This is an optimization exercise on Yosys and OpenROAD, whose aim is small area and a short achievable clock period, not a production implementation.
Only simulation tests tie the RTL to the original design; equivalence was not proved.
Power figures rest on the tool's default switching activity, not on a simulated workload.

Setup of job 4865:
==> flow/design.v <==
module cpu8(clk,rst,IR,Data_in,PC,MW_out,Address,Data_out,R0d,R1d,R2d,R3d,R4d,R5d,R6d,R7d);
input clk,rst;
input [15:0] IR;
input [7:0] Data_in;
output [7:0] PC;
output MW_out;
output [7:0] Address,Data_out,R0d,R1d,R2d,R3d,R4d,R5d,R6d,R7d;
reg [7:0] PC;
reg [7:0] R0d,R1d,R2d,R3d,R4d,R5d,R6d,R7d;
wire [2:0] DA = IR[8:6];
wire [2:0] AA = IR[5:3];
wire [2:0] BA = IR[2:0];
wire MB = IR[15];
wire MD = IR[13];
wire RW = ~IR[14];
wire MW = IR[14] & ~IR[15];
wire PL = IR[14] & IR[15];
wire JB = IR[13];
wire BC = IR[9];
wire [3:0] FS = {IR[12:10], ~PL & IR[9]};
reg [7:0] A, Bd;
always @(*) begin
	case (AA)
	3'd0: A = R0d; 3'd1: A = R1d; 3'd2: A = R2d; 3'd3: A = R3d;
	3'd4: A = R4d; 3'd5: A = R5d; 3'd6: A = R6d; default: A = R7d;
	endcase
	case (BA)
	3'd0: Bd = R0d; 3'd1: Bd = R1d; 3'd2: Bd = R2d; 3'd3: Bd = R3d;
	3'd4: Bd = R4d; 3'd5: Bd = R5d; 3'd6: Bd = R6d; default: Bd = R7d;
	endcase
end
wire [7:0] B = MB ? {5'b00000, IR[2:0]} : Bd;
wire [7:0] X = FS[2] ? (FS[1] ? 8'hFF : ~B) : (FS[1] ? B : 8'h00);
wire [8:0] S9 = {A, 1'b1} + {X, FS[0]};
wire [7:0] S = S9[8:1];
reg [3:0] tt;
always @(*) begin
	case (FS[1:0])
	2'd0: tt = 4'b1000;    
	2'd1: tt = 4'b1110;    
	2'd2: tt = 4'b0110;    
	default: tt = 4'b0011;  
	endcase
end
wire [7:0] Bs = FS[1] ? (FS[0] ? 8'h00 : {B[6:0], 1'b0}) : (FS[0] ? {1'b0, B[7:1]} : B);
wire [7:0] L;
genvar gl;
generate for (gl = 0; gl < 8; gl = gl + 1) begin : lu
	assign L[gl] = FS[2] ? Bs[gl] : tt[{A[gl], B[gl]}];
end endgenerate
wire [7:0] G = FS[3] ? L : S;
wire [7:0] BusD = MD ? Data_in : G;
wire WE = RW & ~rst;
always @(posedge clk) begin
	if (WE && DA == 3'd0) R0d <= BusD;
	if (WE && DA == 3'd1) R1d <= BusD;
	if (WE && DA == 3'd2) R2d <= BusD;
	if (WE && DA == 3'd3) R3d <= BusD;
	if (WE && DA == 3'd4) R4d <= BusD;
	if (WE && DA == 3'd5) R5d <= BusD;
	if (WE && DA == 3'd6) R6d <= BusD;
	if (WE && DA == 3'd7) R7d <= BusD;
end
assign MW_out = MW & ~rst;
assign Address = A;
assign Data_out = B;
wire Zb = ~|G;
wire Nb = G[7];
wire jump = PL & JB;
wire branch = PL & ~JB & (BC ? Nb : Zb);
wire [7:0] ic;
assign ic[0] = 1'b1;
genvar gi;
generate for (gi = 1; gi < 8; gi = gi + 1) begin : inc
	assign ic[gi] = ic[gi-1] & PC[gi-1];
end endgenerate
wire [7:0] PC_inc = PC ^ ic;
wire [7:0] PC_br = PC + {2'b00, IR[8:6], IR[2:0]};
wire sj = ~rst & jump;
wire sb = ~rst & branch;
wire si = ~rst & ~jump & ~branch;
always @(posedge clk)
	PC <= ({8{sj}} & A) | ({8{sb}} & PC_br) | ({8{si}} & PC_inc);
endmodule
clock: 7.0 ns
lec_check: 0
abc_area: 1
cap_margin: 20
core_margin: 2
core_utilization: 40
setup_slack_margin: 3.0
slew_margin: 20
standard.sh (not shown) runs the stock make flow with config.mk's settings and CLKGATE_MAP_FILE= SYNTH_SCRIPT=/design/flow/synth_recipe.tcl, a recipe that flattens the netlist after the stock synthesis.
==> flow/flow/run.sh <==
#!/bin/bash
# Layout flow: the standard ORFS flow (standard.sh) with these changes:
#  - synthesis leaves adders to ABC (no half/full adder cell extraction), so
#    the carry logic is mapped for delay together with the rest; registers
#    are the same as in the standard synthesis
#  - plain buffers (not delay cells) on the ports; the smallest one on ports
#    driven straight by registers (R0d..R7d, PC)
#  - a clock tree of clkbuf_8 without dummy loads
#  - timing repair by resizing and pin swaps only (no buffer insertion)
# Every tool's output is in the ORFS logs under orfs/logs; make's in standard.log.
set -o pipefail
export ADDER_MAP_FILE=
export BUFFER_PORTS_ARGS="-buffer_cell sky130_fd_sc_hd__buf_2"
export POST_GLOBAL_PLACE_TCL=$(pwd)/flow/small_out_bufs.tcl
export SETUP_MOVE_SEQUENCE="unbuffer,sizeup,swap"
export CTS_ARGS="-sink_clustering_enable -repair_clock_nets -dont_use_dummy_load -buf_list sky130_fd_sc_hd__clkbuf_8"
bash standard.sh finish > standard.log 2>&1
==> flow/flow/small_out_bufs.tcl <==
# Ports fed straight from registers (R0d..R7d, PC) are not timing-critical:
# give them the smallest buffer instead of the one buffer_ports used.
set db [ord::get_db]
set block [ord::get_db_block]
set small [$db findMaster sky130_fd_sc_hd__buf_1]
set n 0
foreach bt [$block getBTerms] {
  if {![regexp {^(R[0-7]d|PC)\[} [$bt getName]]} { continue }
  set net [$bt getNet]
  if {$net eq "NULL"} { continue }
  foreach it [$net getITerms] {
    if {[$it isOutputSignal]} {
      set inst [$it getInst]
      if {[[$inst getMaster] getName] eq "sky130_fd_sc_hd__buf_2"} { $inst swapMaster $small; incr n }
    }
  }
}
puts "small_out_bufs: $n output buffers resized to buf_1"
Having completed the whole flow, job 4865 delivered a layout that passed the timing, DRC and antenna checks.
Changes in job 7057 relative to job 4865:
Settings: SETUP_SLACK_MARGIN now 2.9, was 3.0.
==> results.txt <==
- Count of filler cells inserted in the layout is higher on job 7057
- Global-route usage delta (job 4865 -> job 7057): insignificant
- Taking job 4865 as the reference point, the fraction of power consumed by combinational cells of job 7057 falls by 1.0 points.
- From job 4865 to job 7057 the numbers moved as follows: wire length dropped 1.0%; placed cell area was more or less identical.
- From job 4865 to job 7057 the numbers moved as follows: total power went down by 19 uW, number of hold buffers added after cts was more or less identical, worst setup slack after layout went down by 0.0078 ns.
Modified inputs, job 1839 compared to job 7057
Settings: SETUP_SLACK_MARGIN now 2.75, was 2.9; CORE_UTILIZATION now 55, was 40.
Findings:
Job 1839 vs. job 7057: overall power down about 2.3%; highest achievable clock rate now sits lower. For post-detailed-routing wire length, dividing the value from job 7057 by the value from job 1839 gives 1.06. Path depth of the worst reg2reg path delta (job 7057 -> job 1839): insignificant. Compared to job 7057, job 1839 has setup slack 0.11 ns lower. Job 1839: effective utilization at floorplan is 15 points higher than what job 7057 reported. Sequential power: job 1839 vs job 7057, no meaningful difference.
diff inputs: job 1839 => job 7001
Settings: changing CORE_UTILIZATION from 55 to 40; changing SETUP_SLACK_MARGIN from 2.75 to 2.5.
-- flow/flow/run.sh --
<<< job 1839, line 9
#  - timing repair by resizing and pin swaps only (no buffer insertion)
>>> job 7001, line 9
<<< job 1839, line 15
export SETUP_MOVE_SEQUENCE="unbuffer,sizeup,swap"
>>> job 7001, line 14
--- outcome ---
Job 7001 vs job 1839 — area of combinational cells with multiple inputs dropped by a few percent. Job 7001 gives more share of the clock period used by the worst path after layout than job 1839 did. Job 7001 against job 1839: final hold slack rose 0.015 ns; routed wire length rose 6.1%; fraction of area in registers rose 0.40 points. Count of plain and timing-repair buffers, job 7001 and job 1839: larger value in job 1839. met3 usage in global routing ends up higher on job 1839. Insertion delay to the later sink of the worst-skew pair delta (job 7001 -> job 1839): insignificant.

* * *

v36:
// cpu8: RTL as listed in full above, without the edits since
export LEC_CHECK = 0
export ABC_AREA = 1
export CAP_MARGIN = 20
export CORE_MARGIN = 2
export CORE_UTILIZATION = 40
export SETUP_SLACK_MARGIN = 2.75
export SLEW_MARGIN = 20
create_clock -name core_clock -period 7.0 [get_ports {clk}]
==> flow/flow/run.sh <==
#!/bin/bash
# Layout flow: the standard ORFS flow (standard.sh) with these changes:
#  - synthesis leaves adders to ABC (no half/full adder cell extraction), so
#    the carry logic is mapped for delay together with the rest; registers
#    are the same as in the standard synthesis
#  - plain buffers (not delay cells) on the ports; the smallest one on ports
#    driven straight by registers (R0d..R7d, PC)
#  - a clock tree of clkbuf_8 without dummy loads
#  - timing repair by resizing and pin swaps only (no buffer insertion)
# Every tool's output is in the ORFS logs under orfs/logs; make's in standard.log.
set -o pipefail
export ADDER_MAP_FILE=
export BUFFER_PORTS_ARGS="-buffer_cell sky130_fd_sc_hd__buf_2"
export POST_GLOBAL_PLACE_TCL=$(pwd)/flow/small_out_bufs.tcl
export SETUP_MOVE_SEQUENCE="unbuffer,sizeup,swap"
export CTS_ARGS="-sink_clustering_enable -repair_clock_nets -dont_use_dummy_load -buf_list sky130_fd_sc_hd__clkbuf_8"
bash standard.sh finish > standard.log 2>&1
Scripts as last shown in full above: flow/flow/small_out_bufs.tcl
Relative to v36, the following input files were edited for v38:
# v36
export LEC_CHECK = 0
export ABC_AREA = 1
export CAP_MARGIN = 20
export CORE_MARGIN = 2
export CORE_UTILIZATION = 40
export SETUP_SLACK_MARGIN = 2.75
export SLEW_MARGIN = 20
create_clock -name core_clock -period 7.0 [get_ports {clk}]
# v38
export LEC_CHECK = 0
export ABC_AREA = 1
export CAP_MARGIN = 20
export CORE_MARGIN = 2
export CORE_UTILIZATION = 40
export SETUP_SLACK_MARGIN = 2.6
export SLEW_MARGIN = 20
create_clock -name core_clock -period 7.0 [get_ports {clk}]
[summary]
Vertical extent of the die across v36 and v38: no real change.
Going from v36 to v38, vias after detailed routing essentially unchanged; utilization after layout decreased 0.63 points; layout overhead on the synthesized area decreased 1.5 points; fraction of power spent switching nets essentially unchanged.
Compared v38 against v36; combined global-route utilization of all metal layers within noise.
Changes in v8 relative to v38:
# v38
export LEC_CHECK = 0
export ABC_AREA = 1
export CAP_MARGIN = 20
export CORE_MARGIN = 2
export CORE_UTILIZATION = 40
export SETUP_SLACK_MARGIN = 2.6
export SLEW_MARGIN = 20
create_clock -name core_clock -period 7.0 [get_ports {clk}]
# v8
export LEC_CHECK = 0
export ABC_AREA = 1
export CAP_MARGIN = 20
export CORE_MARGIN = 2
export CORE_UTILIZATION = 40
export SETUP_SLACK_MARGIN = 3.0
export SLEW_MARGIN = 20
create_clock -name core_clock -period 7.0 [get_ports {clk}]
-- flow/flow/run.sh --
<<< v38, line 9
#  - timing repair by resizing and pin swaps only (no buffer insertion)
>>> v8, line 9
<<< v38, line 15
export SETUP_MOVE_SEQUENCE="unbuffer,sizeup,swap"
>>> v8, line 14
==> comparison <==
v8 against v38: overall power saw an increase; number of nets in the final layout saw an increase; wire length of the first global-routing pass saw an increase.
Non-clock buffer count ends up lower on v38.
v8 reports its origin of the worst setup path as IR[0] while v38 reports IR[1].
v8: all stages complete, timing, DRC and antenna checks passed
Of v38 and v8, v38 shows the lower pin slew with the least headroom to its limit, with v8 above it.
Higher combinational cell fraction of total power was reported by v8, not v38.
The final period demand of the worst path of v8 falls short of that of v38 by 0.29 ns.
--- input diff v8..v34 ---
# v8
export LEC_CHECK = 0
export ABC_AREA = 1
export CAP_MARGIN = 20
export CORE_MARGIN = 2
export CORE_UTILIZATION = 40
export SETUP_SLACK_MARGIN = 3.0
export SLEW_MARGIN = 20
create_clock -name core_clock -period 7.0 [get_ports {clk}]
# v34
export LEC_CHECK = 0
export ABC_AREA = 1
export CAP_MARGIN = 20
export CORE_MARGIN = 2
export CORE_UTILIZATION = 40
export SETUP_SLACK_MARGIN = 2.75
export SLEW_MARGIN = 20
create_clock -name core_clock -period 7.0 [get_ports {clk}]
Notes after the runs:
- Compared with v8, v34 shows a global-route usage that is 0.51 points lower.
- v34 vs v8, highest-delay cell along the critical path: sky130_fd_sc_hd__buf_2 vs sky130_fd_sc_hd__a211oi_2
- The higher synthesis-to-finish area growth of v34 and v8 is in v8.
- v34 vs v8, instance count: v34 lower
- Re total power: v34 and v8 aren't equal, and the lower value belongs to v34.
- Comparing v34 and v8, the higher setup slack of the critical path after layout was measured on v8.
- Of v34 and v8, the lower sequential portion of the cell area belongs to v8.
- In v34 relative to v8, maximum operating frequency had gone down by a few percent.
- Looking at largest incremental delay on the critical path, v34 sits 0.10 ns lower than v8 does.
- The core of v34 is less densely filled than that of v8.
- There was hardly any difference in met3 demand-to-capacity share in global routing between v34 and v8.
- Taking v8 as the reference point, the portion of the clock cycle consumed by the worst path in the final layout of v34 rises by 2.0 points.

-- separate check: timing with driven ports --
How much do the figures lean on ideal ports? The routed layouts below were timed once more, with nothing changed but the port constraints. Step 1 sets driving cells, clkbuf_16 on the clock port and buf_2 on the other inputs (assumed; they add their load-dependent delay and slew). Step 2 moves the port delays by t, midway between the first and last clock arrival at a register: inputs arrive t later, outputs are due t later. That takes back most of the time a late clock gives input paths. Three values: ideal ports, drivers, drivers and shift; two values: the first two.
run	t, ns	setup WS [ns]	worst register clock-pin slew, ns	cell pins on the clock port's net
job 4865	0.392	2.922 / 2.834 / 2.679	0.09 / 0.09	1
job 7057	0.387	2.914 / 2.877 / 2.707	0.09 / 0.09	1
job 1839	0.371	2.806 / 2.769 / 2.614	0.08 / 0.08	1
job 7001	0.388	2.612 / 2.588 / 2.381	0.09 / 0.09	1
v36	0.389	2.794 / 2.763 / 2.581	0.09 / 0.09	1
v38	0.389	2.676 / 2.652 / 2.441	0.09 / 0.09	1
v8	0.388	2.964 / 2.892 / 2.751	0.09 / 0.09	1
v34	0.387	2.823 / 2.786 / 2.560	0.09 / 0.09	1
After both steps every run listed still meets setup and hold. The setup slack of v34, which loses most, moves by -0.037 ns with the drivers and by -0.263 ns with both steps.
